Context: an optimization exercise on an open-source flow, tuned for small area, a short achievable clock period and few clock cycles per item. The choices shown serve that exercise and are no tape-out recipe. Function was checked by simulation only, so behaviour that the tests miss may differ from the original. No activity file was given, so power comes from the tool's default toggle rates.

==> flow/design.v <==
module net_4_8_12_16_16_1_10 (clk, reset, input_valid, input_ready, input_data, output_valid, output_ready, output_data);
parameter M1 = 8;
parameter M2 = 12;
parameter M3 = 16;
parameter N = 4;
parameter T = 16;
parameter R = 1;
parameter B = 10;
parameter P1 = 2;
parameter P2 = 3;
parameter P3 = 4;
input clk, reset, input_valid, output_ready;
input signed [T-1:0] input_data;
output logic signed [T-1:0] output_data;
output output_valid, input_ready;
logic output_ready1, output_ready2;
logic output_valid1, output_valid2;
logic [T-1:0] output_data1, output_data2;
l1_fc1_8_4_16_1_2 #(8, 4, 16, 1, 2) layer1(clk, reset, input_valid, input_ready, input_data, output_valid1, output_ready1, output_data1);
l2_fc2_12_8_16_1_3 #(12, 8, 16, 1, 3) layer2(clk, reset, output_valid1, output_ready1, output_data1, output_valid2, output_ready2, output_data2);
l3_fc3_16_12_16_1_4 #(16, 12, 16, 1, 4) layer3(clk, reset, output_valid2, output_ready2, output_data2, output_valid, output_ready, output_data);
endmodule
module l1_fc1_8_4_16_1_2(clk, reset, input_valid, input_ready, input_data, output_valid, output_ready, output_data);
parameter M = 8;
parameter N = 4;
parameter T = 16;
parameter R = 1;
parameter P = 2;
input clk, reset, input_valid, output_ready;
input signed [T-1:0] input_data;
output logic signed [T-1:0] output_data;
output output_valid, input_ready;
logic wr_en_x, clear_acc, en_acc, valid_en_acc;
localparam WIDTH_W=T, SIZE_W=(M*N);
localparam LOGSIZE_W = $clog2(SIZE_W); 
logic [LOGSIZE_W-1:0] addr_w;
localparam WIDTH_X=T, SIZE_X=(N);
localparam LOGSIZE_X = $clog2(SIZE_X); 
logic [LOGSIZE_X-1:0] addr_x;
logic signed [T-1:0] mem_x;
logic signed [T-1:0] mem_w_1;
logic signed [T-1:0] mem_w_2;
logic signed [T-1:0] output_data_1;
logic signed [T-1:0] output_data_2;
localparam SEL = P;
localparam LOGSIZE_SEL = $clog2(SEL);
logic [LOGSIZE_SEL:0] sel;
	memory #(16, 4) memV_l1_fc1_8_4_16_1_2(clk, input_data, mem_x, addr_x, wr_en_x);
	l1_fc1_8_4_16_1_2_W_rom_1 romW_1(clk, addr_w, mem_w_1);
	l1_fc1_8_4_16_1_2_W_rom_2 romW_2(clk, addr_w, mem_w_2);
	l1_fc1_8_4_16_1_2_control #(8, 4, 16, 1, 2) control_l1_fc1_8_4_16_1_2(clk, reset, input_valid, output_ready, addr_x, wr_en_x, addr_w, clear_acc, valid_en_acc, input_ready, output_valid, sel);
	l1_fc1_8_4_16_1_2_datapath #(8, 4, 16, 1, 2) dp_1_l1_fc1_8_4_16_1_2(clk, reset, input_data, addr_x, wr_en_x, addr_w, clear_acc, valid_en_acc, output_data_1, mem_x, mem_w_1);
	l1_fc1_8_4_16_1_2_datapath #(8, 4, 16, 1, 2) dp_2_l1_fc1_8_4_16_1_2(clk, reset, input_data, addr_x, wr_en_x, addr_w, clear_acc, valid_en_acc, output_data_2, mem_x, mem_w_2);
	always_comb begin
		if (sel == 0)
			output_data = output_data_1;
		else if (sel == 1)
			output_data = output_data_2;
		else 
			output_data = output_data_1;
	end
endmodule
module l1_fc1_8_4_16_1_2_datapath(clk, reset, input_data, addr_x, wr_en_x, addr_w, clear_acc, valid_en_acc, output_data, mem_x, mem_w);
parameter M = 8;
parameter N = 4;
parameter T = 16;
parameter R = 1;
parameter P = 2;
input clk, reset;
input signed [T-1:0] input_data;
input wr_en_x, clear_acc, valid_en_acc;
localparam WIDTH_W=T, SIZE_W=(M*N);
localparam LOGSIZE_W = $clog2(SIZE_W); 
input [LOGSIZE_W-1:0] addr_w;
localparam WIDTH_X=T, SIZE_X=(N);
localparam LOGSIZE_X = $clog2(SIZE_X); 
input [LOGSIZE_X-1:0] addr_x;
output logic signed [T-1:0] output_data;		
input logic signed [T-1:0] mem_x, mem_w;
logic en_acc, temp;
logic signed [T-1:0] wire_add, wire_mul_out, acc_in, wire_fb, output_acc, input_relu;
logic signed [(2*T)-1:0] wire_mul; 
	always_comb begin 
		wire_mul = mem_x * mem_w;
		if(wire_mul > ((2**(T-1)) -1)) begin
			wire_mul_out = (2**(T-1)) -1;
		end
		else if (wire_mul < (-(2**(T-1))))begin
			wire_mul_out = -(2**(T-1));
		end
		else begin
			wire_mul_out = wire_mul;  
		end
		wire_add = acc_in + output_acc;
		wire_fb = output_acc;
		if((wire_fb[T-1] && acc_in[T-1] && (~wire_add[T-1])) || (~wire_fb[T-1]) && (~acc_in[T-1]) && (wire_add[T-1])) begin
			if(wire_fb[T-1] == 0) begin
				wire_add = (2**(T-1)) -1;				
			end
			else begin
				wire_add = -(2**(T-1));			
			end
		end
		else begin
				wire_add = acc_in + wire_fb;
		end							
	end
	dff reg_C1(valid_en_acc, temp, clk, reset);
	dff reg_C2(temp, en_acc, clk, reset);
	dff #(T) reg_C3(wire_mul_out, acc_in, clk, reset);
	acc #(T) reg_acc(wire_add, output_acc, clk, en_acc, clear_acc);	
	always_comb begin
		input_relu = output_acc;
		if (R == 1) begin		
			if(output_acc[T-1] == 0) begin
				output_data = input_relu;				
			end
			else begin
				output_data = 0;			
			end
		end
		else begin
			output_data = input_relu;
		end
	end
endmodule
module l1_fc1_8_4_16_1_2_control(clk, reset, input_valid, output_ready, addr_x, wr_en_x, addr_w, clear_acc, valid_en_acc, input_ready, output_valid, sel);
input clk, reset, input_valid, output_ready;
output logic output_valid, input_ready;	
output logic wr_en_x, clear_acc, valid_en_acc;
parameter M = 8;
parameter N = 4;
parameter T = 16;
parameter R = 1;
parameter P = 2;
localparam WIDTH_W=T, SIZE_W=(M*N); 
localparam LOGSIZE_W = $clog2(SIZE_W); 
output logic [LOGSIZE_W-1:0] addr_w;
localparam WIDTH_X=T, SIZE_X=N;	
localparam LOGSIZE_X = $clog2(SIZE_X); 
output logic [LOGSIZE_X-1:0] addr_x;
localparam SIZE_M = (M/P);
localparam LOGSIZE_M = $clog2(SIZE_M);
localparam SIZE_COUNT_READ = N+1;
localparam LOGSIZE_COUNT_READ = $clog2(SIZE_COUNT_READ);
localparam SIZE_COUNT_ACC = ((M+1)/P);
localparam LOGSIZE_COUNT_ACC = $clog2(SIZE_COUNT_ACC);
localparam SIZE_COUNT_MUX = P;
localparam LOGSIZE_COUNT_MUX = $clog2(SIZE_COUNT_MUX);
parameter [2:0] rst=3'b000, idle=3'b001, load_x=3'b011, read=3'b100, output_state=3'b101, clear=3'b110, done=3'b111;   
logic [2:0] state;
logic reset_countX, reset_count_op, reset_count_acc, reset_count_read, reset_en_acc, reset_mux; 
logic incr_vector, incr_row, incr_count_read, incr_en_acc, incr_mux;
logic overflow_v, overflow_row, overflow_acc, overflow_count_read, overflow_en_acc, overflow_mux;
logic [LOGSIZE_X:0] count_x, count;
logic [LOGSIZE_M:0] count_acc;
logic flag_acc; 
logic [LOGSIZE_COUNT_READ:0] count_read;
logic [LOGSIZE_COUNT_ACC:0] count_en_acc;
output logic [LOGSIZE_COUNT_MUX:0] sel;
counter #(N) countV(clk, reset_countX, incr_vector, count_x, overflow_v);	
counter #(N) countOP(clk, reset_count_op, incr_row, count, overflow_row);  
counter #(M/P) countCLR(clk, reset_count_acc, flag_acc, count_acc, overflow_acc);  
counter #(N+1) countREAD(clk, reset_count_read, incr_count_read, count_read, overflow_count_read);
counter #((M+1)/P) countACC(clk, reset_en_acc, incr_en_acc, count_en_acc, overflow_en_acc);
counter #(P) countMUX(clk, reset_mux, incr_mux, sel, overflow_mux);
always_comb begin
	if (overflow_count_read == 1)
		flag_acc = 1;
	else
		flag_acc = 0;
end
always_comb begin
  if ((state == load_x) && (input_valid == 1) && (overflow_v == 0))
		incr_vector = 1;
	else
		incr_vector = 0;
end
always_comb begin 
 if ((input_valid == 1) && (state == load_x)) begin
 		if (overflow_v == 1) begin
		  input_ready = 0;
		  wr_en_x = 0;
		end
		else begin
		  input_ready = 1;
  		wr_en_x = 1;
		end
	end
	else begin
		wr_en_x =0;
		input_ready = 0;
	end
end
always_comb begin
	if (state == output_state) begin
		if (overflow_mux == 0)
			output_valid = 1;
		else
			output_valid = 0;
	end
	else
		output_valid = 0;
end
always_comb begin
	if (state == rst) begin
		addr_w = 0;
		addr_x = 0;
		clear_acc = 1;
	end
	else if (state == load_x) begin
		addr_w = 0;
		addr_x = count_x;
		clear_acc = 0;
	end
	else if (state == idle) begin
		addr_w = 0;
		addr_x = 0;
		clear_acc = 0;
	end
	else if (state == read) begin
		addr_w = (count + (count_acc*N));
		addr_x = count;
		clear_acc = 0;
	end
	else if (state == output_state) begin
		addr_w = 0;
		addr_x = 0;
		clear_acc = 0;
	end
	else if (state == clear) begin
		addr_w = 0;
		addr_x = 0;
		clear_acc = 1;
	end
	else if (state == done) begin
		addr_w = 0;
		addr_x = 0;
		clear_acc = 1;
	end
	else begin
		addr_w = 0;
		addr_x = 0;
		clear_acc = 0;
	end
end
always_comb begin
	if (state == read) begin
		if (overflow_row == 1)
		    incr_row = 0;
		else
    		incr_row = 1;
		if (overflow_en_acc == 0) begin
		    incr_en_acc = 1;
		end
		else begin
		    incr_en_acc = 0;
		end
		incr_count_read = 1;
	end
	else begin
		incr_row = 0;
		incr_en_acc = 0;
		incr_count_read = 0;
	end
end
always_comb begin
	if ((state == read) && (overflow_row ==0))
		valid_en_acc = 1;
	else
		valid_en_acc = 0;
end
always_comb begin
	if((state == output_state) && (output_ready == 1))
		incr_mux = 1;
	else
		incr_mux = 0;
end
	always_ff @(posedge clk) begin
		if (reset == 1) begin
			state <= rst;
			reset_countX <= 1;
 			reset_count_op <= 1;
			reset_count_acc <= 1;
			reset_count_read <= 1;
			reset_en_acc <= 1;
			reset_mux <= 1;
		end		
	else begin
 		 if ((overflow_v == 0) && (overflow_row == 0) && (overflow_acc == 0))begin 
			state <= load_x;
			reset_countX <= 0;
 			reset_count_op <= 0;
			reset_count_acc <= 0;
			reset_count_read <= 0;
			reset_en_acc <= 0;
			reset_mux <= 0;
		end
		else if (((state == load_x) || (state == clear)) && (overflow_v == 1) && (overflow_acc == 0))begin 
			state <= idle;
			reset_countX <= 0;
 			reset_count_op <= 0;
			reset_count_acc <= 0;
			reset_count_read <= 0;
			reset_en_acc <= 0;
			reset_mux <= 0;
		end
		else if ((state == idle) && (overflow_v == 1) && (overflow_acc == 0)) begin
			state <= read;
			reset_countX <= 0;
 			reset_count_op <= 0;
			reset_count_acc <= 0;
			reset_count_read <= 0;
			reset_en_acc <= 0;
			reset_mux <= 0;	
		end
		else if ((overflow_v == 1) && (overflow_row == 1) && (overflow_count_read == 1)) begin
			state <= output_state;
			reset_countX <= 0;
 			reset_count_op <= 0;
			reset_count_acc <= 0;
			reset_count_read <= 1;
			reset_en_acc <= 1;
			reset_mux <= 0;
		end
		else if ((state == output_state) && (overflow_mux == 1) && (overflow_v == 1) && (overflow_acc == 0)) begin
			state <= clear;
			reset_countX <= 0;
 			reset_count_op <= 1;
			reset_count_acc <= 0;
			reset_count_read <= 0;
			reset_en_acc <= 0;
			reset_mux <= 1;
		end
    else if ((state == output_state) && (overflow_mux == 1) && (overflow_v == 1) && (overflow_acc == 1)) begin
			state <= done;
			reset_countX <= 1;
 			reset_count_op <= 1;
			reset_count_acc <= 1;
			reset_count_read <= 1;
			reset_en_acc <= 1;
			reset_mux <= 1;
		end
	 end				
	end			
endmodule
module l1_fc1_8_4_16_1_2_W_rom_1(clk, addr, z);
   input clk;
   input [4:0] addr;
   output logic signed [15:0] z;
   always_ff @(posedge clk) begin
      case(addr)
        0: z <= 16'd1;
        1: z <= -16'd5;
        2: z <= -16'd8;
        3: z <= -16'd7;
        4: z <= 16'd2;
        5: z <= -16'd7;
        6: z <= 16'd5;
        7: z <= 16'd7;
        8: z <= 16'd4;
        9: z <= -16'd7;
        10: z <= 16'd6;
        11: z <= 16'd7;
        12: z <= -16'd2;
        13: z <= 16'd4;
        14: z <= 16'd1;
        15: z <= 16'd1;
      endcase
   end
endmodule
module l1_fc1_8_4_16_1_2_W_rom_2(clk, addr, z);
   input clk;
   input [4:0] addr;
   output logic signed [15:0] z;
   always_ff @(posedge clk) begin
      case(addr)
        0: z <= 16'd1;
        1: z <= -16'd3;
        2: z <= 16'd7;
        3: z <= 16'd4;
        4: z <= 16'd6;
        5: z <= -16'd1;
        6: z <= 16'd7;
        7: z <= 16'd5;
        8: z <= 16'd7;
        9: z <= 16'd7;
        10: z <= 16'd3;
        11: z <= -16'd8;
        12: z <= 16'd4;
        13: z <= 16'd2;
        14: z <= -16'd4;
        15: z <= -16'd3;
      endcase
   end
endmodule
module l2_fc2_12_8_16_1_3(clk, reset, input_valid, input_ready, input_data, output_valid, output_ready, output_data);
parameter M = 12;
parameter N = 8;
parameter T = 16;
parameter R = 1;
parameter P = 3;
input clk, reset, input_valid, output_ready;
input signed [T-1:0] input_data;
output logic signed [T-1:0] output_data;
output output_valid, input_ready;
logic wr_en_x, clear_acc, en_acc, valid_en_acc;
localparam WIDTH_W=T, SIZE_W=(M*N);
localparam LOGSIZE_W = $clog2(SIZE_W); 
logic [LOGSIZE_W-1:0] addr_w;
localparam WIDTH_X=T, SIZE_X=(N);
localparam LOGSIZE_X = $clog2(SIZE_X); 
logic [LOGSIZE_X-1:0] addr_x;
logic signed [T-1:0] mem_x;
logic signed [T-1:0] mem_w_1;
logic signed [T-1:0] mem_w_2;
logic signed [T-1:0] mem_w_3;
logic signed [T-1:0] output_data_1;
logic signed [T-1:0] output_data_2;
logic signed [T-1:0] output_data_3;
localparam SEL = P;
localparam LOGSIZE_SEL = $clog2(SEL);
logic [LOGSIZE_SEL:0] sel;
	memory #(16, 8) memV_l2_fc2_12_8_16_1_3(clk, input_data, mem_x, addr_x, wr_en_x);
	l2_fc2_12_8_16_1_3_W_rom_1 romW_1(clk, addr_w, mem_w_1);
	l2_fc2_12_8_16_1_3_W_rom_2 romW_2(clk, addr_w, mem_w_2);
	l2_fc2_12_8_16_1_3_W_rom_3 romW_3(clk, addr_w, mem_w_3);
	l2_fc2_12_8_16_1_3_control #(12, 8, 16, 1, 3) control_l2_fc2_12_8_16_1_3(clk, reset, input_valid, output_ready, addr_x, wr_en_x, addr_w, clear_acc, valid_en_acc, input_ready, output_valid, sel);
	l2_fc2_12_8_16_1_3_datapath #(12, 8, 16, 1, 3) dp_1_l2_fc2_12_8_16_1_3(clk, reset, input_data, addr_x, wr_en_x, addr_w, clear_acc, valid_en_acc, output_data_1, mem_x, mem_w_1);
	l2_fc2_12_8_16_1_3_datapath #(12, 8, 16, 1, 3) dp_2_l2_fc2_12_8_16_1_3(clk, reset, input_data, addr_x, wr_en_x, addr_w, clear_acc, valid_en_acc, output_data_2, mem_x, mem_w_2);
	l2_fc2_12_8_16_1_3_datapath #(12, 8, 16, 1, 3) dp_3_l2_fc2_12_8_16_1_3(clk, reset, input_data, addr_x, wr_en_x, addr_w, clear_acc, valid_en_acc, output_data_3, mem_x, mem_w_3);
	always_comb begin
		if (sel == 0)
			output_data = output_data_1;
		else if (sel == 1)
			output_data = output_data_2;
		else if (sel == 2)
			output_data = output_data_3;
		else 
			output_data = output_data_1;
	end
endmodule
module l2_fc2_12_8_16_1_3_datapath(clk, reset, input_data, addr_x, wr_en_x, addr_w, clear_acc, valid_en_acc, output_data, mem_x, mem_w);
parameter M = 12;
parameter N = 8;
parameter T = 16;
parameter R = 1;
parameter P = 3;
input clk, reset;
input signed [T-1:0] input_data;
input wr_en_x, clear_acc, valid_en_acc;
localparam WIDTH_W=T, SIZE_W=(M*N);
localparam LOGSIZE_W = $clog2(SIZE_W); 
input [LOGSIZE_W-1:0] addr_w;
localparam WIDTH_X=T, SIZE_X=(N);
localparam LOGSIZE_X = $clog2(SIZE_X); 
input [LOGSIZE_X-1:0] addr_x;
output logic signed [T-1:0] output_data;		
input logic signed [T-1:0] mem_x, mem_w;
logic en_acc, temp;
logic signed [T-1:0] wire_add, wire_mul_out, acc_in, wire_fb, output_acc, input_relu;
logic signed [(2*T)-1:0] wire_mul; 
	always_comb begin 
		wire_mul = mem_x * mem_w;
		if(wire_mul > ((2**(T-1)) -1)) begin
			wire_mul_out = (2**(T-1)) -1;
		end
		else if (wire_mul < (-(2**(T-1))))begin
			wire_mul_out = -(2**(T-1));
		end
		else begin
			wire_mul_out = wire_mul;  
		end
		wire_add = acc_in + output_acc;
		wire_fb = output_acc;
		if((wire_fb[T-1] && acc_in[T-1] && (~wire_add[T-1])) || (~wire_fb[T-1]) && (~acc_in[T-1]) && (wire_add[T-1])) begin
			if(wire_fb[T-1] == 0) begin
				wire_add = (2**(T-1)) -1;				
			end
			else begin
				wire_add = -(2**(T-1));			
			end
		end
		else begin
				wire_add = acc_in + wire_fb;
		end							
	end
	dff reg_C1(valid_en_acc, temp, clk, reset);
	dff reg_C2(temp, en_acc, clk, reset);
	dff #(T) reg_C3(wire_mul_out, acc_in, clk, reset);
	acc #(T) reg_acc(wire_add, output_acc, clk, en_acc, clear_acc);	
	always_comb begin
		input_relu = output_acc;
		if (R == 1) begin		
			if(output_acc[T-1] == 0) begin
				output_data = input_relu;				
			end
			else begin
				output_data = 0;			
			end
		end
		else begin
			output_data = input_relu;
		end
	end
endmodule
module l2_fc2_12_8_16_1_3_control(clk, reset, input_valid, output_ready, addr_x, wr_en_x, addr_w, clear_acc, valid_en_acc, input_ready, output_valid, sel);
input clk, reset, input_valid, output_ready;
output logic output_valid, input_ready;	
output logic wr_en_x, clear_acc, valid_en_acc;
parameter M = 12;
parameter N = 8;
parameter T = 16;
parameter R = 1;
parameter P = 3;
localparam WIDTH_W=T, SIZE_W=(M*N); 
localparam LOGSIZE_W = $clog2(SIZE_W); 
output logic [LOGSIZE_W-1:0] addr_w;
localparam WIDTH_X=T, SIZE_X=N;	
localparam LOGSIZE_X = $clog2(SIZE_X); 
output logic [LOGSIZE_X-1:0] addr_x;
localparam SIZE_M = (M/P);
localparam LOGSIZE_M = $clog2(SIZE_M);
localparam SIZE_COUNT_READ = N+1;
localparam LOGSIZE_COUNT_READ = $clog2(SIZE_COUNT_READ);
localparam SIZE_COUNT_ACC = ((M+1)/P);
localparam LOGSIZE_COUNT_ACC = $clog2(SIZE_COUNT_ACC);
localparam SIZE_COUNT_MUX = P;
localparam LOGSIZE_COUNT_MUX = $clog2(SIZE_COUNT_MUX);
parameter [2:0] rst=3'b000, idle=3'b001, load_x=3'b011, read=3'b100, output_state=3'b101, clear=3'b110, done=3'b111;   
logic [2:0] state;
logic reset_countX, reset_count_op, reset_count_acc, reset_count_read, reset_en_acc, reset_mux; 
logic incr_vector, incr_row, incr_count_read, incr_en_acc, incr_mux;
logic overflow_v, overflow_row, overflow_acc, overflow_count_read, overflow_en_acc, overflow_mux;
logic [LOGSIZE_X:0] count_x, count;
logic [LOGSIZE_M:0] count_acc;
logic flag_acc; 
logic [LOGSIZE_COUNT_READ:0] count_read;
logic [LOGSIZE_COUNT_ACC:0] count_en_acc;
output logic [LOGSIZE_COUNT_MUX:0] sel;
counter #(N) countV(clk, reset_countX, incr_vector, count_x, overflow_v);	
counter #(N) countOP(clk, reset_count_op, incr_row, count, overflow_row);  
counter #(M/P) countCLR(clk, reset_count_acc, flag_acc, count_acc, overflow_acc);  
counter #(N+1) countREAD(clk, reset_count_read, incr_count_read, count_read, overflow_count_read);
counter #((M+1)/P) countACC(clk, reset_en_acc, incr_en_acc, count_en_acc, overflow_en_acc);
counter #(P) countMUX(clk, reset_mux, incr_mux, sel, overflow_mux);
always_comb begin
	if (overflow_count_read == 1)
		flag_acc = 1;
	else
		flag_acc = 0;
end
always_comb begin
  if ((state == load_x) && (input_valid == 1) && (overflow_v == 0))
		incr_vector = 1;
	else
		incr_vector = 0;
end
always_comb begin 
 if ((input_valid == 1) && (state == load_x)) begin
 		if (overflow_v == 1) begin
		  input_ready = 0;
		  wr_en_x = 0;
		end
		else begin
		  input_ready = 1;
  		wr_en_x = 1;
		end
	end
	else begin
		wr_en_x =0;
		input_ready = 0;
	end
end
always_comb begin
	if (state == output_state) begin
		if (overflow_mux == 0)
			output_valid = 1;
		else
			output_valid = 0;
	end
	else
		output_valid = 0;
end
always_comb begin
	if (state == rst) begin
		addr_w = 0;
		addr_x = 0;
		clear_acc = 1;
	end
	else if (state == load_x) begin
		addr_w = 0;
		addr_x = count_x;
		clear_acc = 0;
	end
	else if (state == idle) begin
		addr_w = 0;
		addr_x = 0;
		clear_acc = 0;
	end
	else if (state == read) begin
		addr_w = (count + (count_acc*N));
		addr_x = count;
		clear_acc = 0;
	end
	else if (state == output_state) begin
		addr_w = 0;
		addr_x = 0;
		clear_acc = 0;
	end
	else if (state == clear) begin
		addr_w = 0;
		addr_x = 0;
		clear_acc = 1;
	end
	else if (state == done) begin
		addr_w = 0;
		addr_x = 0;
		clear_acc = 1;
	end
	else begin
		addr_w = 0;
		addr_x = 0;
		clear_acc = 0;
	end
end
always_comb begin
	if (state == read) begin
		if (overflow_row == 1)
		    incr_row = 0;
		else
    		incr_row = 1;
		if (overflow_en_acc == 0) begin
		    incr_en_acc = 1;
		end
		else begin
		    incr_en_acc = 0;
		end
		incr_count_read = 1;
	end
	else begin
		incr_row = 0;
		incr_en_acc = 0;
		incr_count_read = 0;
	end
end
always_comb begin
	if ((state == read) && (overflow_row ==0))
		valid_en_acc = 1;
	else
		valid_en_acc = 0;
end
always_comb begin
	if((state == output_state) && (output_ready == 1))
		incr_mux = 1;
	else
		incr_mux = 0;
end
	always_ff @(posedge clk) begin
		if (reset == 1) begin
			state <= rst;
			reset_countX <= 1;
 			reset_count_op <= 1;
			reset_count_acc <= 1;
			reset_count_read <= 1;
			reset_en_acc <= 1;
			reset_mux <= 1;
		end		
	else begin
 		 if ((overflow_v == 0) && (overflow_row == 0) && (overflow_acc == 0))begin 
			state <= load_x;
			reset_countX <= 0;
 			reset_count_op <= 0;
			reset_count_acc <= 0;
			reset_count_read <= 0;
			reset_en_acc <= 0;
			reset_mux <= 0;
		end
		else if (((state == load_x) || (state == clear)) && (overflow_v == 1) && (overflow_acc == 0))begin 
			state <= idle;
			reset_countX <= 0;
 			reset_count_op <= 0;
			reset_count_acc <= 0;
			reset_count_read <= 0;
			reset_en_acc <= 0;
			reset_mux <= 0;
		end
		else if ((state == idle) && (overflow_v == 1) && (overflow_acc == 0)) begin
			state <= read;
			reset_countX <= 0;
 			reset_count_op <= 0;
			reset_count_acc <= 0;
			reset_count_read <= 0;
			reset_en_acc <= 0;
			reset_mux <= 0;	
		end
		else if ((overflow_v == 1) && (overflow_row == 1) && (overflow_count_read == 1)) begin
			state <= output_state;
			reset_countX <= 0;
 			reset_count_op <= 0;
			reset_count_acc <= 0;
			reset_count_read <= 1;
			reset_en_acc <= 1;
			reset_mux <= 0;
		end
		else if ((state == output_state) && (overflow_mux == 1) && (overflow_v == 1) && (overflow_acc == 0)) begin
			state <= clear;
			reset_countX <= 0;
 			reset_count_op <= 1;
			reset_count_acc <= 0;
			reset_count_read <= 0;
			reset_en_acc <= 0;
			reset_mux <= 1;
		end
    else if ((state == output_state) && (overflow_mux == 1) && (overflow_v == 1) && (overflow_acc == 1)) begin
			state <= done;
			reset_countX <= 1;
 			reset_count_op <= 1;
			reset_count_acc <= 1;
			reset_count_read <= 1;
			reset_en_acc <= 1;
			reset_mux <= 1;
		end
	 end				
	end			
endmodule
module l2_fc2_12_8_16_1_3_W_rom_1(clk, addr, z);
   input clk;
   input [6:0] addr;
   output logic signed [15:0] z;
   always_ff @(posedge clk) begin
      case(addr)
        0: z <= 16'd5;
        1: z <= -16'd4;
        2: z <= -16'd1;
        3: z <= -16'd2;
        4: z <= 16'd2;
        5: z <= -16'd2;
        6: z <= -16'd6;
        7: z <= -16'd4;
        8: z <= 16'd3;
        9: z <= 16'd5;
        10: z <= -16'd8;
        11: z <= -16'd1;
        12: z <= -16'd1;
        13: z <= -16'd4;
        14: z <= 16'd4;
        15: z <= -16'd4;
        16: z <= 16'd6;
        17: z <= 16'd2;
        18: z <= -16'd5;
        19: z <= 16'd7;
        20: z <= 16'd0;
        21: z <= -16'd2;
        22: z <= -16'd1;
        23: z <= -16'd5;
        24: z <= 16'd1;
        25: z <= 16'd7;
        26: z <= -16'd2;
        27: z <= -16'd3;
        28: z <= 16'd3;
        29: z <= 16'd5;
        30: z <= -16'd3;
        31: z <= 16'd1;
      endcase
   end
endmodule
module l2_fc2_12_8_16_1_3_W_rom_2(clk, addr, z);
   input clk;
   input [6:0] addr;
   output logic signed [15:0] z;
   always_ff @(posedge clk) begin
      case(addr)
        0: z <= 16'd0;
        1: z <= 16'd7;
        2: z <= -16'd5;
        3: z <= -16'd2;
        4: z <= -16'd1;
        5: z <= -16'd6;
        6: z <= -16'd5;
        7: z <= -16'd5;
        8: z <= 16'd1;
        9: z <= -16'd5;
        10: z <= 16'd2;
        11: z <= -16'd5;
        12: z <= 16'd2;
        13: z <= 16'd5;
        14: z <= -16'd1;
        15: z <= -16'd6;
        16: z <= -16'd5;
        17: z <= -16'd1;
        18: z <= 16'd2;
        19: z <= 16'd2;
        20: z <= 16'd4;
        21: z <= -16'd1;
        22: z <= 16'd6;
        23: z <= -16'd3;
        24: z <= -16'd1;
        25: z <= 16'd0;
        26: z <= 16'd0;
        27: z <= 16'd7;
        28: z <= 16'd7;
        29: z <= 16'd7;
        30: z <= -16'd5;
        31: z <= -16'd6;
      endcase
   end
endmodule
module l2_fc2_12_8_16_1_3_W_rom_3(clk, addr, z);
   input clk;
   input [6:0] addr;
   output logic signed [15:0] z;
   always_ff @(posedge clk) begin
      case(addr)
        0: z <= -16'd5;
        1: z <= -16'd6;
        2: z <= -16'd5;
        3: z <= -16'd5;
        4: z <= -16'd7;
        5: z <= 16'd6;
        6: z <= -16'd5;
        7: z <= -16'd1;
        8: z <= 16'd4;
        9: z <= 16'd2;
        10: z <= 16'd0;
        11: z <= -16'd5;
        12: z <= 16'd4;
        13: z <= 16'd4;
        14: z <= -16'd1;
        15: z <= -16'd8;
        16: z <= 16'd2;
        17: z <= 16'd1;
        18: z <= 16'd0;
        19: z <= -16'd4;
        20: z <= -16'd2;
        21: z <= 16'd7;
        22: z <= -16'd2;
        23: z <= -16'd6;
        24: z <= -16'd1;
        25: z <= 16'd5;
        26: z <= 16'd5;
        27: z <= -16'd5;
        28: z <= -16'd4;
        29: z <= 16'd3;
        30: z <= 16'd0;
        31: z <= 16'd7;
      endcase
   end
endmodule
module l3_fc3_16_12_16_1_4(clk, reset, input_valid, input_ready, input_data, output_valid, output_ready, output_data);
parameter M = 16;
parameter N = 12;
parameter T = 16;
parameter R = 1;
parameter P = 4;
input clk, reset, input_valid, output_ready;
input signed [T-1:0] input_data;
output logic signed [T-1:0] output_data;
output output_valid, input_ready;
logic wr_en_x, clear_acc, en_acc, valid_en_acc;
localparam WIDTH_W=T, SIZE_W=(M*N);
localparam LOGSIZE_W = $clog2(SIZE_W); 
logic [LOGSIZE_W-1:0] addr_w;
localparam WIDTH_X=T, SIZE_X=(N);
localparam LOGSIZE_X = $clog2(SIZE_X); 
logic [LOGSIZE_X-1:0] addr_x;
logic signed [T-1:0] mem_x;
logic signed [T-1:0] mem_w_1;
logic signed [T-1:0] mem_w_2;
logic signed [T-1:0] mem_w_3;
logic signed [T-1:0] mem_w_4;
logic signed [T-1:0] output_data_1;
logic signed [T-1:0] output_data_2;
logic signed [T-1:0] output_data_3;
logic signed [T-1:0] output_data_4;
localparam SEL = P;
localparam LOGSIZE_SEL = $clog2(SEL);
logic [LOGSIZE_SEL:0] sel;
	memory #(16, 12) memV_l3_fc3_16_12_16_1_4(clk, input_data, mem_x, addr_x, wr_en_x);
	l3_fc3_16_12_16_1_4_W_rom_1 romW_1(clk, addr_w, mem_w_1);
	l3_fc3_16_12_16_1_4_W_rom_2 romW_2(clk, addr_w, mem_w_2);
	l3_fc3_16_12_16_1_4_W_rom_3 romW_3(clk, addr_w, mem_w_3);
	l3_fc3_16_12_16_1_4_W_rom_4 romW_4(clk, addr_w, mem_w_4);
	l3_fc3_16_12_16_1_4_control #(16, 12, 16, 1, 4) control_l3_fc3_16_12_16_1_4(clk, reset, input_valid, output_ready, addr_x, wr_en_x, addr_w, clear_acc, valid_en_acc, input_ready, output_valid, sel);
	l3_fc3_16_12_16_1_4_datapath #(16, 12, 16, 1, 4) dp_1_l3_fc3_16_12_16_1_4(clk, reset, input_data, addr_x, wr_en_x, addr_w, clear_acc, valid_en_acc, output_data_1, mem_x, mem_w_1);
	l3_fc3_16_12_16_1_4_datapath #(16, 12, 16, 1, 4) dp_2_l3_fc3_16_12_16_1_4(clk, reset, input_data, addr_x, wr_en_x, addr_w, clear_acc, valid_en_acc, output_data_2, mem_x, mem_w_2);
	l3_fc3_16_12_16_1_4_datapath #(16, 12, 16, 1, 4) dp_3_l3_fc3_16_12_16_1_4(clk, reset, input_data, addr_x, wr_en_x, addr_w, clear_acc, valid_en_acc, output_data_3, mem_x, mem_w_3);
	l3_fc3_16_12_16_1_4_datapath #(16, 12, 16, 1, 4) dp_4_l3_fc3_16_12_16_1_4(clk, reset, input_data, addr_x, wr_en_x, addr_w, clear_acc, valid_en_acc, output_data_4, mem_x, mem_w_4);
	always_comb begin
		if (sel == 0)
			output_data = output_data_1;
		else if (sel == 1)
			output_data = output_data_2;
		else if (sel == 2)
			output_data = output_data_3;
		else if (sel == 3)
			output_data = output_data_4;
		else 
			output_data = output_data_1;
	end
endmodule
module l3_fc3_16_12_16_1_4_datapath(clk, reset, input_data, addr_x, wr_en_x, addr_w, clear_acc, valid_en_acc, output_data, mem_x, mem_w);
parameter M = 16;
parameter N = 12;
parameter T = 16;
parameter R = 1;
parameter P = 4;
input clk, reset;
input signed [T-1:0] input_data;
input wr_en_x, clear_acc, valid_en_acc;
localparam WIDTH_W=T, SIZE_W=(M*N);
localparam LOGSIZE_W = $clog2(SIZE_W); 
input [LOGSIZE_W-1:0] addr_w;
localparam WIDTH_X=T, SIZE_X=(N);
localparam LOGSIZE_X = $clog2(SIZE_X); 
input [LOGSIZE_X-1:0] addr_x;
output logic signed [T-1:0] output_data;		
input logic signed [T-1:0] mem_x, mem_w;
logic en_acc, temp;
logic signed [T-1:0] wire_add, wire_mul_out, acc_in, wire_fb, output_acc, input_relu;
logic signed [(2*T)-1:0] wire_mul; 
	always_comb begin 
		wire_mul = mem_x * mem_w;
		if(wire_mul > ((2**(T-1)) -1)) begin
			wire_mul_out = (2**(T-1)) -1;
		end
		else if (wire_mul < (-(2**(T-1))))begin
			wire_mul_out = -(2**(T-1));
		end
		else begin
			wire_mul_out = wire_mul;  
		end
		wire_add = acc_in + output_acc;
		wire_fb = output_acc;
		if((wire_fb[T-1] && acc_in[T-1] && (~wire_add[T-1])) || (~wire_fb[T-1]) && (~acc_in[T-1]) && (wire_add[T-1])) begin
			if(wire_fb[T-1] == 0) begin
				wire_add = (2**(T-1)) -1;				
			end
			else begin
				wire_add = -(2**(T-1));			
			end
		end
		else begin
				wire_add = acc_in + wire_fb;
		end							
	end
	dff reg_C1(valid_en_acc, temp, clk, reset);
	dff reg_C2(temp, en_acc, clk, reset);
	dff #(T) reg_C3(wire_mul_out, acc_in, clk, reset);
	acc #(T) reg_acc(wire_add, output_acc, clk, en_acc, clear_acc);	
	always_comb begin
		input_relu = output_acc;
		if (R == 1) begin		
			if(output_acc[T-1] == 0) begin
				output_data = input_relu;				
			end
			else begin
				output_data = 0;			
			end
		end
		else begin
			output_data = input_relu;
		end
	end
endmodule
module l3_fc3_16_12_16_1_4_control(clk, reset, input_valid, output_ready, addr_x, wr_en_x, addr_w, clear_acc, valid_en_acc, input_ready, output_valid, sel);
input clk, reset, input_valid, output_ready;
output logic output_valid, input_ready;	
output logic wr_en_x, clear_acc, valid_en_acc;
parameter M = 16;
parameter N = 12;
parameter T = 16;
parameter R = 1;
parameter P = 4;
localparam WIDTH_W=T, SIZE_W=(M*N); 
localparam LOGSIZE_W = $clog2(SIZE_W); 
output logic [LOGSIZE_W-1:0] addr_w;
localparam WIDTH_X=T, SIZE_X=N;	
localparam LOGSIZE_X = $clog2(SIZE_X); 
output logic [LOGSIZE_X-1:0] addr_x;
localparam SIZE_M = (M/P);
localparam LOGSIZE_M = $clog2(SIZE_M);
localparam SIZE_COUNT_READ = N+1;
localparam LOGSIZE_COUNT_READ = $clog2(SIZE_COUNT_READ);
localparam SIZE_COUNT_ACC = ((M+1)/P);
localparam LOGSIZE_COUNT_ACC = $clog2(SIZE_COUNT_ACC);
localparam SIZE_COUNT_MUX = P;
localparam LOGSIZE_COUNT_MUX = $clog2(SIZE_COUNT_MUX);
parameter [2:0] rst=3'b000, idle=3'b001, load_x=3'b011, read=3'b100, output_state=3'b101, clear=3'b110, done=3'b111;   
logic [2:0] state;
logic reset_countX, reset_count_op, reset_count_acc, reset_count_read, reset_en_acc, reset_mux; 
logic incr_vector, incr_row, incr_count_read, incr_en_acc, incr_mux;
logic overflow_v, overflow_row, overflow_acc, overflow_count_read, overflow_en_acc, overflow_mux;
logic [LOGSIZE_X:0] count_x, count;
logic [LOGSIZE_M:0] count_acc;
logic flag_acc; 
logic [LOGSIZE_COUNT_READ:0] count_read;
logic [LOGSIZE_COUNT_ACC:0] count_en_acc;
output logic [LOGSIZE_COUNT_MUX:0] sel;
counter #(N) countV(clk, reset_countX, incr_vector, count_x, overflow_v);	
counter #(N) countOP(clk, reset_count_op, incr_row, count, overflow_row);  
counter #(M/P) countCLR(clk, reset_count_acc, flag_acc, count_acc, overflow_acc);  
counter #(N+1) countREAD(clk, reset_count_read, incr_count_read, count_read, overflow_count_read);
counter #((M+1)/P) countACC(clk, reset_en_acc, incr_en_acc, count_en_acc, overflow_en_acc);
counter #(P) countMUX(clk, reset_mux, incr_mux, sel, overflow_mux);
always_comb begin
	if (overflow_count_read == 1)
		flag_acc = 1;
	else
		flag_acc = 0;
end
always_comb begin
  if ((state == load_x) && (input_valid == 1) && (overflow_v == 0))
		incr_vector = 1;
	else
		incr_vector = 0;
end
always_comb begin 
 if ((input_valid == 1) && (state == load_x)) begin
 		if (overflow_v == 1) begin
		  input_ready = 0;
		  wr_en_x = 0;
		end
		else begin
		  input_ready = 1;
  		wr_en_x = 1;
		end
	end
	else begin
		wr_en_x =0;
		input_ready = 0;
	end
end
always_comb begin
	if (state == output_state) begin
		if (overflow_mux == 0)
			output_valid = 1;
		else
			output_valid = 0;
	end
	else
		output_valid = 0;
end
always_comb begin
	if (state == rst) begin
		addr_w = 0;
		addr_x = 0;
		clear_acc = 1;
	end
	else if (state == load_x) begin
		addr_w = 0;
		addr_x = count_x;
		clear_acc = 0;
	end
	else if (state == idle) begin
		addr_w = 0;
		addr_x = 0;
		clear_acc = 0;
	end
	else if (state == read) begin
		addr_w = (count + (count_acc*N));
		addr_x = count;
		clear_acc = 0;
	end
	else if (state == output_state) begin
		addr_w = 0;
		addr_x = 0;
		clear_acc = 0;
	end
	else if (state == clear) begin
		addr_w = 0;
		addr_x = 0;
		clear_acc = 1;
	end
	else if (state == done) begin
		addr_w = 0;
		addr_x = 0;
		clear_acc = 1;
	end
	else begin
		addr_w = 0;
		addr_x = 0;
		clear_acc = 0;
	end
end
always_comb begin
	if (state == read) begin
		if (overflow_row == 1)
		    incr_row = 0;
		else
    		incr_row = 1;
		if (overflow_en_acc == 0) begin
		    incr_en_acc = 1;
		end
		else begin
		    incr_en_acc = 0;
		end
		incr_count_read = 1;
	end
	else begin
		incr_row = 0;
		incr_en_acc = 0;
		incr_count_read = 0;
	end
end
always_comb begin
	if ((state == read) && (overflow_row ==0))
		valid_en_acc = 1;
	else
		valid_en_acc = 0;
end
always_comb begin
	if((state == output_state) && (output_ready == 1))
		incr_mux = 1;
	else
		incr_mux = 0;
end
	always_ff @(posedge clk) begin
		if (reset == 1) begin
			state <= rst;
			reset_countX <= 1;
 			reset_count_op <= 1;
			reset_count_acc <= 1;
			reset_count_read <= 1;
			reset_en_acc <= 1;
			reset_mux <= 1;
		end		
	else begin
 		 if ((overflow_v == 0) && (overflow_row == 0) && (overflow_acc == 0))begin 
			state <= load_x;
			reset_countX <= 0;
 			reset_count_op <= 0;
			reset_count_acc <= 0;
			reset_count_read <= 0;
			reset_en_acc <= 0;
			reset_mux <= 0;
		end
		else if (((state == load_x) || (state == clear)) && (overflow_v == 1) && (overflow_acc == 0))begin 
			state <= idle;
			reset_countX <= 0;
 			reset_count_op <= 0;
			reset_count_acc <= 0;
			reset_count_read <= 0;
			reset_en_acc <= 0;
			reset_mux <= 0;
		end
		else if ((state == idle) && (overflow_v == 1) && (overflow_acc == 0)) begin
			state <= read;
			reset_countX <= 0;
 			reset_count_op <= 0;
			reset_count_acc <= 0;
			reset_count_read <= 0;
			reset_en_acc <= 0;
			reset_mux <= 0;	
		end
		else if ((overflow_v == 1) && (overflow_row == 1) && (overflow_count_read == 1)) begin
			state <= output_state;
			reset_countX <= 0;
 			reset_count_op <= 0;
			reset_count_acc <= 0;
			reset_count_read <= 1;
			reset_en_acc <= 1;
			reset_mux <= 0;
		end
		else if ((state == output_state) && (overflow_mux == 1) && (overflow_v == 1) && (overflow_acc == 0)) begin
			state <= clear;
			reset_countX <= 0;
 			reset_count_op <= 1;
			reset_count_acc <= 0;
			reset_count_read <= 0;
			reset_en_acc <= 0;
			reset_mux <= 1;
		end
    else if ((state == output_state) && (overflow_mux == 1) && (overflow_v == 1) && (overflow_acc == 1)) begin
			state <= done;
			reset_countX <= 1;
 			reset_count_op <= 1;
			reset_count_acc <= 1;
			reset_count_read <= 1;
			reset_en_acc <= 1;
			reset_mux <= 1;
		end
	 end				
	end			
endmodule
module l3_fc3_16_12_16_1_4_W_rom_1(clk, addr, z);
   input clk;
   input [7:0] addr;
   output logic signed [15:0] z;
   always_ff @(posedge clk) begin
      case(addr)
        0: z <= -16'd4;
        1: z <= -16'd8;
        2: z <= -16'd5;
        3: z <= 16'd2;
        4: z <= 16'd7;
        5: z <= 16'd2;
        6: z <= 16'd5;
        7: z <= 16'd0;
        8: z <= 16'd1;
        9: z <= -16'd5;
        10: z <= 16'd5;
        11: z <= -16'd4;
        12: z <= -16'd1;
        13: z <= -16'd6;
        14: z <= -16'd4;
        15: z <= 16'd4;
        16: z <= 16'd3;
        17: z <= -16'd7;
        18: z <= 16'd0;
        19: z <= -16'd6;
        20: z <= 16'd3;
        21: z <= -16'd1;
        22: z <= 16'd6;
        23: z <= -16'd7;
        24: z <= 16'd2;
        25: z <= 16'd2;
        26: z <= -16'd7;
        27: z <= 16'd3;
        28: z <= -16'd5;
        29: z <= -16'd8;
        30: z <= -16'd7;
        31: z <= 16'd0;
        32: z <= -16'd3;
        33: z <= 16'd3;
        34: z <= 16'd4;
        35: z <= 16'd3;
        36: z <= -16'd6;
        37: z <= 16'd6;
        38: z <= 16'd7;
        39: z <= 16'd1;
        40: z <= 16'd7;
        41: z <= 16'd5;
        42: z <= 16'd2;
        43: z <= -16'd5;
        44: z <= 16'd3;
        45: z <= -16'd3;
        46: z <= -16'd5;
        47: z <= -16'd4;
      endcase
   end
endmodule
module l3_fc3_16_12_16_1_4_W_rom_2(clk, addr, z);
   input clk;
   input [7:0] addr;
   output logic signed [15:0] z;
   always_ff @(posedge clk) begin
      case(addr)
        0: z <= -16'd8;
        1: z <= -16'd5;
        2: z <= 16'd5;
        3: z <= -16'd1;
        4: z <= 16'd3;
        5: z <= -16'd3;
        6: z <= -16'd2;
        7: z <= 16'd2;
        8: z <= -16'd3;
        9: z <= 16'd1;
        10: z <= 16'd5;
        11: z <= 16'd4;
        12: z <= 16'd6;
        13: z <= 16'd0;
        14: z <= 16'd3;
        15: z <= -16'd3;
        16: z <= -16'd2;
        17: z <= 16'd7;
        18: z <= 16'd3;
        19: z <= 16'd6;
        20: z <= -16'd7;
        21: z <= 16'd1;
        22: z <= 16'd7;
        23: z <= -16'd3;
        24: z <= -16'd8;
        25: z <= 16'd1;
        26: z <= 16'd1;
        27: z <= 16'd0;
        28: z <= 16'd3;
        29: z <= -16'd4;
        30: z <= 16'd3;
        31: z <= 16'd7;
        32: z <= -16'd1;
        33: z <= -16'd8;
        34: z <= 16'd6;
        35: z <= -16'd7;
        36: z <= 16'd6;
        37: z <= -16'd3;
        38: z <= -16'd1;
        39: z <= -16'd7;
        40: z <= 16'd1;
        41: z <= -16'd2;
        42: z <= -16'd1;
        43: z <= 16'd5;
        44: z <= -16'd2;
        45: z <= -16'd2;
        46: z <= -16'd2;
        47: z <= -16'd7;
      endcase
   end
endmodule
module l3_fc3_16_12_16_1_4_W_rom_3(clk, addr, z);
   input clk;
   input [7:0] addr;
   output logic signed [15:0] z;
   always_ff @(posedge clk) begin
      case(addr)
        0: z <= -16'd1;
        1: z <= 16'd2;
        2: z <= 16'd7;
        3: z <= 16'd3;
        4: z <= -16'd3;
        5: z <= -16'd1;
        6: z <= 16'd2;
        7: z <= 16'd2;
        8: z <= -16'd1;
        9: z <= 16'd6;
        10: z <= -16'd4;
        11: z <= -16'd2;
        12: z <= -16'd3;
        13: z <= -16'd4;
        14: z <= 16'd2;
        15: z <= -16'd5;
        16: z <= -16'd2;
        17: z <= -16'd3;
        18: z <= 16'd5;
        19: z <= 16'd6;
        20: z <= -16'd1;
        21: z <= -16'd6;
        22: z <= 16'd2;
        23: z <= -16'd5;
        24: z <= -16'd4;
        25: z <= 16'd6;
        26: z <= 16'd2;
        27: z <= -16'd8;
        28: z <= 16'd1;
        29: z <= 16'd1;
        30: z <= -16'd6;
        31: z <= -16'd5;
        32: z <= -16'd5;
        33: z <= -16'd5;
        34: z <= 16'd7;
        35: z <= -16'd2;
        36: z <= -16'd7;
        37: z <= 16'd2;
        38: z <= 16'd5;
        39: z <= -16'd2;
        40: z <= 16'd0;
        41: z <= -16'd8;
        42: z <= -16'd2;
        43: z <= 16'd2;
        44: z <= 16'd7;
        45: z <= -16'd3;
        46: z <= -16'd5;
        47: z <= 16'd6;
      endcase
   end
endmodule
module l3_fc3_16_12_16_1_4_W_rom_4(clk, addr, z);
   input clk;
   input [7:0] addr;
   output logic signed [15:0] z;
   always_ff @(posedge clk) begin
      case(addr)
        0: z <= 16'd0;
        1: z <= -16'd7;
        2: z <= 16'd6;
        3: z <= -16'd7;
        4: z <= -16'd4;
        5: z <= 16'd3;
        6: z <= -16'd3;
        7: z <= -16'd4;
        8: z <= 16'd6;
        9: z <= -16'd6;
        10: z <= 16'd3;
        11: z <= 16'd2;
        12: z <= -16'd5;
        13: z <= -16'd5;
        14: z <= -16'd3;
        15: z <= 16'd7;
        16: z <= 16'd2;
        17: z <= -16'd5;
        18: z <= -16'd8;
        19: z <= 16'd1;
        20: z <= 16'd4;
        21: z <= 16'd3;
        22: z <= 16'd6;
        23: z <= -16'd6;
        24: z <= -16'd4;
        25: z <= -16'd8;
        26: z <= 16'd7;
        27: z <= 16'd1;
        28: z <= 16'd3;
        29: z <= 16'd3;
        30: z <= -16'd4;
        31: z <= 16'd3;
        32: z <= -16'd4;
        33: z <= 16'd6;
        34: z <= -16'd5;
        35: z <= -16'd8;
        36: z <= -16'd6;
        37: z <= 16'd6;
        38: z <= -16'd7;
        39: z <= 16'd5;
        40: z <= -16'd5;
        41: z <= -16'd4;
        42: z <= -16'd7;
        43: z <= -16'd7;
        44: z <= 16'd1;
        45: z <= 16'd0;
        46: z <= -16'd6;
        47: z <= -16'd6;
      endcase
   end
endmodule
module acc(d, q, clk, en_acc, clear_acc);
	parameter 	WIDTH=1;	
	input [WIDTH-1:0] d;
	input clk, en_acc, clear_acc;
	output logic signed [WIDTH-1:0] q;			
	always_ff @(posedge clk) begin
		if (clear_acc == 1 ) begin
			q <= 0;
		end
		else begin 
		if (en_acc == 1) 
			q <= d;
		end	
	end
endmodule
module dff(d,q,clk,reset);
	parameter 	WIDTH=1;	
	input [WIDTH-1:0] d;
	input clk, reset;
	output logic signed [WIDTH-1:0] q;			
	always_ff @(posedge clk) begin
		if (reset == 1 ) begin
			q <= 0;
		end
		else begin
			q <= d;
		end	
	end
endmodule
module counter (clk, reset, incr, regOut, overflow);
parameter OF = 2;
localparam LOGSIZE_OF = $clog2(OF);
input clk, reset, incr;
output logic overflow;
output logic [LOGSIZE_OF:0] regOut;
	always_ff @(posedge clk) begin
		if (reset == 1)
			regOut <= 0;
		else if (incr ==1) begin
			if (overflow == 1) begin
				regOut <= 0; 
			end
  			else begin
			regOut <= regOut+1;
			end
		end
	end
	always_comb begin 
		if (regOut == OF) begin
			overflow = 1; 
		end
		else begin 
			overflow = 0;
		end
	end
endmodule
module memory(clk, data_in, data_out, addr, wr_en);
parameter WIDTH=14, SIZE=9;
localparam LOGSIZE=$clog2(SIZE);
input [WIDTH-1:0] data_in;
output logic [WIDTH-1:0] data_out;
input [LOGSIZE-1:0] addr;
input clk, wr_en;
logic [SIZE-1:0][WIDTH-1:0] mem;
	always_ff @(posedge clk) begin	
		data_out <= mem[addr];
		if (wr_en)
 		mem[addr] <= data_in;
 	end
endmodule	
==> flow/run.sh <==
#!/bin/bash
# synth_recipe.tcl (not shown) runs the flow's synth.tcl, then flattens the netlist and writes it again
# the make line also repeats each setting of config.mk as NAME=value (left out here)
make -C /OpenROAD-flow-scripts/flow DESIGN_CONFIG=/design/flow/config.mk WORK_HOME=/design/flow/orfs CLKGATE_MAP_FILE= SYNTH_SCRIPT=/design/flow/synth_recipe.tcl finish
==> flow/config.mk <==
export PLATFORM = sky130hd
export DESIGN_NAME = net_4_8_12_16_16_1_10
export DESIGN_NICKNAME = net_4_8_12_16_16_1_10
export VERILOG_FILES = /design/flow/design.v
export SDC_FILE = /design/flow/constraint.sdc
export NUM_CORES = 4
export LEC_CHECK = 0
export CAP_MARGIN = 20
export CORE_MARGIN = 2
export CORE_UTILIZATION = 40
export SLEW_MARGIN = 20
==> flow/constraint.sdc <==
create_clock -name core_clock -period 10.0 [get_ports {clk}]
set_input_delay 2.0000 -clock core_clock [delete_from_list [all_inputs] [get_ports {clk}]]
set_output_delay 2.0000 -clock core_clock [all_outputs]
set_load 0.01 [all_outputs]
==> run notes <==
cells in the final DEF, fill, tap and decap left out, drive strengths merged, types with 141 or more instances in the layout:
| cell type | count |
|---|---|
| clkbuf | 143 |
| a21o | 177 |
| xnor2 | 263 |
| nand2 | 1343 |
| and2 | 351 |
| a21oi | 455 |
| edfxtp | 420 |
| buf | 154 |
| nand2b | 141 |
| fa | 1750 |
| dfxtp | 415 |
| inv | 2745 |
| nor2 | 663 |
| o21ai | 615 |
| xor2 | 182 |
| nor3 | 169 |
| ha | 957 |
| nand3 | 281 |
worst max path at each step:
stage,to,start,cells past startpoint
after floorplan,flip-flop,layer3.control_l3_fc3_16_12_16_1_4.state[0],8
after global placement,layer1.dp_2_l1_fc1_8_4_16_1_2.reg_C3.q[1],layer1.romW_2.z[14],25
after detailed placement,layer2.dp_3_l2_fc2_12_8_16_1_3.reg_C3.q[8],layer2.romW_3.z[14],24
after CTS,layer1.dp_2_l1_fc1_8_4_16_1_2.reg_C3.q[14],layer1.romW_2.z[14],25
after global routing,layer2.dp_3_l2_fc2_12_8_16_1_3.reg_C3.q[13],layer2.romW_3.z[14],25
final,layer2.dp_3_l2_fc2_12_8_16_1_3.reg_C3.q[6],layer2.romW_3.z[14],24
final cells by class:
cell class,count,area [um2],share of cell area [%]
antenna,6,15.0,0.0121
sequential,835,20900,16.8
multi-input combinational,8898,83100,66.9
clock buffer,143,3020,2.43
timing repair buffer,189,1520,1.22
clock inverter,56,648,0.522
tap,3781,4730,3.81
inverter,2750,10300,8.31
critical path: cells and delay by family (launching register included):
family                     cells  cell delay, ps
DFF                            1             980
and+or+nand+nor                6            1510
AOI/OAI and AO/OA              6            2950
adders and majority gates      7            2820
buffers and inverters          5             850
metrics by stage:
stage          total power [W]  cells  worst slack, ps
6_report               0.00818  16658              887
4_1_cts                0.00828  16651             1140
3_3_place_gp           0.00412  16451             1200
5_1_grt                0.00846  16655              393
3_5_place_dp           0.00412  16452             1100
2_1_floorplan          0.00399  13004              406
kinds of logic after synthesis:
kind of cell    after synthesis  synth area share (%)
compound gates             2224                  12.6
mux                         103                  1.08
flops                       835                  18.0
xor+xnor                    445                  3.36
buf+inv                    3271                  10.6
fa+ha+maj                  2707                  40.5
other cells                   1               0.00323
simple gates               3418                  13.8
power by group through the flow:
stage          registers (W)  logic (W)  clock network [W]
3_5_place_dp         0.00372   0.000403                  0
3_3_place_gp         0.00372   0.000402                  0
6_report             0.00365   0.000407            0.00413
2_1_floorplan        0.00369   0.000296                  0
4_1_cts              0.00364   0.000406            0.00423
5_1_grt              0.00365   0.000453            0.00436
Yosys cell counts, types with 18 or more instances:
| cell | n | area share [%] |
|---|---|---|
| nor3b_1 | 32 | 0.21 |
| nor3_1 | 169 | 0.73 |
| fa_1 | 1750 | 30 |
| dfxtp_1 | 415 | 7.2 |
| a221oi_1 | 28 | 0.21 |
| inv_1 | 2734 | 8.8 |
| and3_1 | 80 | 0.43 |
| xor2_1 | 182 | 1.4 |
| o21ai_0 | 608 | 2.6 |
| or3_1 | 51 | 0.27 |
| nand3_1 | 281 | 1.2 |
| or2_2 | 28 | 0.15 |
| mux2i_1 | 72 | 0.62 |
| a221o_1 | 23 | 0.20 |
| o211ai_1 | 42 | 0.27 |
| a211oi_1 | 100 | 0.65 |
| a21o_1 | 176 | 1.1 |
| a2111oi_0 | 18 | 0.14 |
| nand4_1 | 77 | 0.41 |
| o31ai_1 | 37 | 0.24 |
| a31o_2 | 32 | 0.24 |
| nor2_1 | 663 | 2.1 |
| a22oi_1 | 42 | 0.27 |
| a311oi_1 | 92 | 0.69 |
| a22o_1 | 123 | 0.93 |
| ha_1 | 957 | 10 |
| xnor2_1 | 263 | 2.0 |
| edfxtp_1 | 420 | 11 |
| buf_1 | 29 | 0.094 |
| a311o_1 | 25 | 0.22 |
| clkbuf_1 | 487 | 1.6 |
| nor2b_1 | 79 | 0.43 |
| nand2_1 | 1343 | 4.3 |
| a31oi_1 | 81 | 0.44 |
| o22ai_1 | 47 | 0.25 |
| nand2b_1 | 141 | 0.76 |
| o21bai_1 | 36 | 0.23 |
| and2_1 | 351 | 1.9 |
| o21a_1 | 80 | 0.52 |
| nor4_1 | 41 | 0.22 |
| a21oi_1 | 455 | 2.0 |
| a211o_1 | 21 | 0.16 |
routing by layer:
metal	track usage, %	vias to the layer above	share of wire, %
met5	0	-	0
met4	6.05	0	3.1
met3	2.22	383	5.2
met2	34.8	2193	47
met1	29.3	43100	45
li1	-	41595	-
==> impl_metrics.toml <==
[flow_run]
drv_cap = 0

[critical_path]
slowest_stage = "o41ai_1"
cp-start-kind = "flip-flop"
r2r_start = "layer2.romW_3.z[14]"
rrSetupSlack_ps = 890
r2r_cells = 24
cp-end-kind = "flip-flop"
critPathMaxFanout = 25
rr_endpoint = "layer2.dp_3_l2_fc2_12_8_16_1_3.reg_C3.q[6]"
critPathKind = "reg2reg"
cp.arrival_ps = 9900
slowest_delay_ps = 1060
cp_common_cell = "fa_1"
cp_cell_sequence = "clkinv_1 > nor2_1 > ha_1 > a31o_2 > fa_1 > fa_1 > inv_1 > fa_1 > inv_1 > fa_1 > inv_1 > fa_1 > inv_1 > ha_1 > or2_2 > a2111oi_0 > o311a_1 > o21a_1 > nor2_1 > nor3_1 > nand2_1 > o41ai_1 > nand2_1 > a21oi_1"
crit_required_ps = 10780

[global_routing]
gr-total-overflow = 0
grt_max_degree = 119
grtUsageTotal_pct = 21.1
grt_pass1_wl_um = 498000
grt_pass1_vias = 88790
grt_antenna_before_repair = 9

[final_layout]
reg_top3 = "layer3.memV_l3_fc3_16_12_16_1_4.mem: 192 flops, layer2.memV_l2_fc2_12_8_16_1_3.mem: 128 flops, layer1.memV_l1_fc1_8_4_16_1_2.mem: 64 flops"
fin_nets = 15509
final_area_um2 = 124000
num-fill-cells = 28586
drive_above_1_share_pct = 3.85
largest_register = "layer3.memV_l3_fc3_16_12_16_1_4.mem"
fin_util_pct = 43.1
area_delta_synth_final_pct = 7.03
largest_reg_flops = 192

[clocking]
cts_inserted_buffers = 108
postCtsSetupBuffers = 0
cts.sinks = 835
cts_tree = "done"
clk-insertion-delay-late_ps = 860
cts_buffer_depth = 4
cts_hold_buf = 0
clk_pin_slew_worst_paths_ps = 60
ctsResizeCount = 0
cts-root-buf = "clkbuf_16"
cts_max_level = 3

[place]
portBuffers = 36
gp_congestion = 0.898
dp.final_hpwl_um = 245000
dpl-instance-area_um2 = 121000

[pwr]
leakage_nw = 59.7
ir_worst_vdd_v = 0.000124
powerDensity_nw_per_um2 = 65.8
p_seq_share_pct = 44.6
p_int_w = 0.00618
netSwitchingPower_w = 0.00200
power_frac_clock_pct = 50.5
p_sw_share_pct = 24.5
power_frac_comb_pct = 5.0

[timing]
slew_headroom_pct = 18.1
skew_ps = 105
drv_slew = 0
final-setup-viol-count = 0
tns_ps = 0
tightest_slew_ps = 1210
hold_violations = 0
post-route-period-util_pct = 91.1
hold-worst-slack_ps = 434
grt_setup_unrepaired = "false"
fmax_ghz = 0.110
finalWorstPathRequiredPeriod_ps = 9110

[yosys]
synth.distinct_cells = 101
async_flop_share_pct = 0
synth_seq_area_share_pct = 18.0
syn_area_um2 = 116000
ys_ff_latch = 835
syn_area_per_cell_um2 = 8.93
synthCells = 13004
yosys_warnings = 32
synthFlopType = "edfxtp_1"
syn_nets = 15731
synth-edff-count = 420

[detailed_routing]
firstDrtPassIters = 5
dr_total_vias = 87271
vias_per_cell = 5.24
first_iter_violations = 6125
ant_nets = 0
drc = 0
drt_wl_total_um = 308000
wl_per_cell_um = 18.5

[floorplanning]
die_h_um = 543
fp.coreArea_um2 = 288000
die_w_um = 543
rows = 197
dieArea_um2 = 295000
io_pins = 38
initial_utilization_pct = 40.3

[outcome]
status = "no timing/DRC/antenna violations"

[min_path]
whs_path_depth = 1
hp-class = "reg2reg"
holdPathEnd = "layer1.dp_1_l1_fc1_8_4_16_1_2.reg_C2.q"
hold_start = "layer1.dp_1_l1_fc1_8_4_16_1_2.reg_C1.q"
Testbench counts, summed over its fixed seeds: cycles 26,760, items 192.

==> port drivers added, routing unchanged <==
The flow's constraints put no driver on any port. The routed layout listed below was extracted and timed again, unchanged, in two steps. Step 1: set_driving_cell puts a clkbuf_16 on clk and a buf_2 on each other input, an assumption about the parent block. Step 2 times the ports against the registers' clock, not the clock port: input delays grow and output delays shrink by t, the midpoint of the rising clock arrivals with the driver on. a / b / c = ideal ports / drivers / drivers and shift; a / b = the first two.
t, ns: 0.914
setup WS [ns]: 0.887 / 0.887 / 0.887
worst data-port slew with drivers (ns): 0.08
After both steps setup and hold are still met in this run. For this run, drivers alone change the setup slack by 0.000 ns; drivers and shift together by 0.000 ns.
